What follows belongs to an exercise in optimizing a design on an open flow for small area and a short achievable clock period; a production flow would make more cautious choices. Where RTL was checked, it was by simulation tests only, not by an equivalence proof against the original. Power and IR drop assume default switching activity.

## main
// nes_cpu
module nes_cpu (
  input         clk,        
  input         b_rst,      
  input         b_nmi,      
  input         b_irq,      
  input  [7:0]  data_in,    
  output [15:0] addr,       
  output        r_bw,       
  output [7:0]  data_out    
  );
  wire CU_R_bW;
  wire CU_DMA_By_EN, CU_PCH_EN, CU_PCL_EN, CU_SP_EN, CU_ABL_EN, CU_ABH_EN, CU_DIR_EN, CU_InstrR_EN, CU_PstInstrR_EN;
  wire CU_PstInstrR_Clr;
  wire CU_XR_EN, CU_YR_EN, CU_ACC_EN, CU_OpA_EN, CU_OpB_EN;
  wire [2:0] CU_PCB_Sel, CU_ADL_Sel, CU_ADH_Sel, CU_DB_Sel, CU_SB_Sel;
  wire       CU_OpAB_Sel;
  wire [1:0] CU_OpBB_Sel;
  wire CU_BFlgB, CU_DFlgB, CU_IFlgB, CU_ZFlgB, CU_NFlgB, CU_CFlgB, CU_VFlgB;
  wire CU_PR_EN, CU_NFlg_EN, CU_VFlg_EN, CU_BFlg_EN, CU_DFlg_EN, CU_IFlg_EN, CU_ZFlg_EN, CU_CFlg_EN;
  wire [7:0] DP_InstrR, DP_PstInstrR, DP_DMA_By;
  wire DP_bDMA_Flg, DP_NFlg, DP_ZFlg, DP_CFlg, DP_VFlg, DP_IFlg, DP_OpB_sign;
  wire [1:0] ALU_Funct, ALU_OpB_Funct;
  wire ALU_OpB_FunctEn, ALU_Cin;
  wire [7:0] ALU_Rslt, ALU_OpA, ALU_OpB;
  wire ALU_CFlg, ALU_NFlg, ALU_VFlg, ALU_ZFlg;
  wire [5:0] cur_state, nxt_state;
  wire bnmi_flg, birq_flg, bnmi_sd, birq_sd, bnmi_flg_d, birq_flg_d;
  wire [7:0] DP_InstrR_D, DP_PstInstrR_D;
  wire [2:0] instrX, instrY, pst_instrX;
  wire [1:0] instrZ;
  CPU_DP CPU_DP_I0(
  ...
For scale: about 160 flip-flops, about 37 I/O pins, about 14000 sq um of cells after synthesis.
Settings: LEC_CHECK=0, ABC_AREA=1, CAP_MARGIN=20, CORE_MARGIN=2, CORE_UTILIZATION=40, SETUP_SLACK_MARGIN=5, SLEW_MARGIN=20; clock period 12.0 ns.
run.sh (not shown) runs the stock make flow with config.mk's settings and CLKGATE_MAP_FILE= SYNTH_SCRIPT=/design/flow/synth_recipe.tcl, a recipe that flattens the netlist after the stock synthesis.
### main -> the feature branch
--- a/flow/design.v
+++ b/flow/design.v
@@ -1966,45 +1966,42 @@
   wire cq_Cin, cq_CinUseC, cq_OpBFEN, cq_RbW, cq_W203, cq_S205, cq_S207, cq_S304, cq_SDMA1;
   wire [1:0] cq_Funct, cq_OpBF;
   wire [2:0] cq_ADL, cq_ADH, cq_DB, cq_SB;
   wire cq_NMI_SD, cq_IRQ_SD, cq_IFlgB, cq_ABL_EN, cq_ABH_EN;
   assign {cq_Cin, cq_CinUseC, cq_Funct, cq_OpBF, cq_OpBFEN, cq_RbW,
           cq_W203, cq_S205, cq_S207, cq_S304, cq_SDMA1,
           cq_ADL, cq_ADH, cq_DB, cq_SB,
           cq_NMI_SD, cq_IRQ_SD, cq_IFlgB, cq_ABL_EN, cq_ABH_EN} = ctl_q;
   wire br_taken = ((CU_PstInstrX==3'b000) & ~CU_NFlg) | ((CU_PstInstrX==3'b001) & CU_NFlg) | ((CU_PstInstrX==3'b010) & ~CU_VFlg) | ((CU_PstInstrX==3'b011) & CU_VFlg) | ((CU_PstInstrX==3'b100) & ~CU_CFlg) | ((CU_PstInstrX==3'b101) & CU_CFlg) | ((CU_PstInstrX==3'b110) & ~CU_ZFlg) | ((CU_PstInstrX==3'b111) & CU_ZFlg);
-  wire cs_S205 = (cur_state == ST2_05);
-  wire cs_S304 = (cur_state == ST3_04);
-  wire cs_W203 = (cur_state == ST2_03) & (CU_InstrX==3'b100);
-  wire br_add = cs_S205 & br_taken;
-  wire dma_sel = ((cur_state == ST2_07) & !CU_bDMA_Flg) | ((cur_state == DMA1) & (CU_DMA_By != 8'h00));
+  wire br_add = cq_S205 & br_taken;
+  wire dma_sel = (cq_S207 & !CU_bDMA_Flg) | (cq_SDMA1 & (CU_DMA_By != 8'h00));
   always @*
   begin
     CU_ALU_Cin = cq_Cin | (cq_CinUseC & CU_CFlg);
     CU_ALU_Funct = br_add ? ADC : cq_Funct;
-    CU_ALU_OpBFunct = {cq_OpBF[1], cq_OpBF[0] | (cs_S304 & Offset_sign)};
+    CU_ALU_OpBFunct = {cq_OpBF[1], cq_OpBF[0] | (cq_S304 & Offset_sign)};
     CU_ALU_OpBFunctEN = cq_OpBFEN;
-    CU_R_bW = cq_RbW & ~(cs_W203 & ~CU_ALU_CFlg);
+    CU_R_bW = cq_RbW & ~(cq_W203 & ~CU_ALU_CFlg);
     CU_ADL_Sel = br_add ? ALUout_to_ADL : dma_sel ? DMABy_to_ADL : cq_ADL;
     CU_ADH_Sel = dma_sel ? DMAPg_to_ADH : cq_ADH;
     CU_DB_Sel = cq_DB;
     CU_SB_Sel = dma_sel ? ALUout_to_SB : cq_SB;
     CU_bNMI_SD = cq_NMI_SD;
     CU_bIRQ_SD = cq_IRQ_SD;
   end
 always @*
  begin
  begin
  CU_DMA_By_EN = Dis;
  CU_PCH_EN = Dis;
  CU_PCL_EN = Dis;
  CU_SP_EN = Dis;
- CU_ABL_EN = cq_ABL_EN & ~(br_add & (CU_OpB_sign ^ CU_ALU_CFlg));
+ CU_ABL_EN = cq_ABL_EN;
  CU_ABH_EN = cq_ABH_EN;
  CU_DIR_EN = Dis;
  CU_InstrR_EN = Dis;
  CU_PstInstrR_EN = Dis;
  CU_PstInstrR_Clr = Off;
  CU_XR_EN = Dis;
  CU_YR_EN = Dis;
  CU_ACC_EN = Dis;
  CU_OpA_EN = Dis;
@@ -2201,18 +2198,20 @@
         end
     end
     ST2_05:
     begin
       CU_InstrR_EN = En;
       CU_OpB_Bus_Sel = DB_to_OpBB;
       CU_OpA_Bus_Sel = SB_to_OpAB;
       CU_OpA_EN = En;
       CU_OpB_EN = En;
+      CU_ABH_EN = En;
+      CU_ABL_EN = En;
       if (((CU_PstInstrX==3'b000) & ~CU_NFlg) | ((CU_PstInstrX==3'b001) & CU_NFlg) | ((CU_PstInstrX==3'b010) & ~CU_VFlg) | ((CU_PstInstrX==3'b011) & CU_VFlg) | ((CU_PstInstrX==3'b100) & ~CU_CFlg) | ((CU_PstInstrX==3'b101) & CU_CFlg) | ((CU_PstInstrX==3'b110) & ~CU_ZFlg) | ((CU_PstInstrX==3'b111) & CU_ZFlg) )
         CU_PC_Bus_Sel = ADD_to_PCB;
       else
         CU_PC_Bus_Sel = ADDp1_to_PCB;
       CU_PCH_EN = En;
       CU_PCL_EN = En;
     end
     ST2_06:
     begin
@@ -2269,22 +2268,26 @@
     begin
       CU_PC_Bus_Sel = ADD_to_PCB;
       CU_OpB_Bus_Sel = ADH_to_OpBB;
       CU_OpA_Bus_Sel = Zero_to_OpAB;
       CU_OpA_EN = En;
       CU_OpB_EN = En;
       CU_DIR_EN = Dis;
       CU_PCH_EN = Dis;
       CU_PCL_EN = En;
+      CU_ABL_EN = Dis;
+      CU_ABH_EN = En;
     end
     ST3_05:
     begin
       CU_DIR_EN = En;
+      CU_ABL_EN = En;
+      CU_ABH_EN = En;
     end
     ST3_06:
     begin
       CU_DIR_EN = Dis;
       CU_OpB_Bus_Sel = DB_to_OpBB;
       CU_OpA_Bus_Sel = Zero_to_OpAB;
       CU_OpA_EN = En;
       CU_OpB_EN = En;
     end
Findings:
- Post-synthesis register bit count, the feature branch vs main: up by a few percent
- Re smallest hold slack: the feature branch and main aren't equal, and the higher value belongs to main.
- In the feature branch relative to main, clock power had gone down by a few percent.
- The feature branch does better than main on final area.
- Re number of cells in the finished layout apart from fillers: main was higher than the feature branch.
- Taking main as the reference, in the feature branch synthesized area decreased 2.9%; cell depth of the worst flop-to-flop path decreased about 11%.
- [the feature branch vs main] number of nets in the layout: lower in the feature branch
- Lower combinational group share of total power was reported by the feature branch, not main.
- The estimated power of the feature branch ends up lower than the estimate for main.
- Data arrival time of the worst path, the feature branch and main, higher one = main.
- Count of clock-buffer cells in the layout came out exactly the same in the feature branch and main.
Only the layout flow was run in main; the RTL was not checked for function there.

## afterwards: timing with drivers on the ports
No port has a modelled driver above. Below, the same layouts with a new extraction and two added sets of constraints. Step 1, drivers: a clkbuf_16 drives clk and a buf_2 each remaining input, both assumed. Step 2 also shifts input and output timing later by t, the mid clock arrival at the registers, as if the neighbouring blocks saw the same clock. a / b / c = no drivers / after step 1 / after step 2; a / b = the first two.
| run | shift t [ns] | setup WS [ns] | latest minus earliest clock arrival (ns) | worst register clock-pin slew, ns |
|---|---|---|---|---|
| main | 0.515 | 5.073 / 5.014 / 5.529 | 0.019 / 0.020 | 0.08 / 0.08 |
| the feature branch | 0.516 | 5.159 / 5.103 / 5.619 | 0.012 / 0.013 | 0.08 / 0.08 |
After both steps every run listed still meets setup and hold.
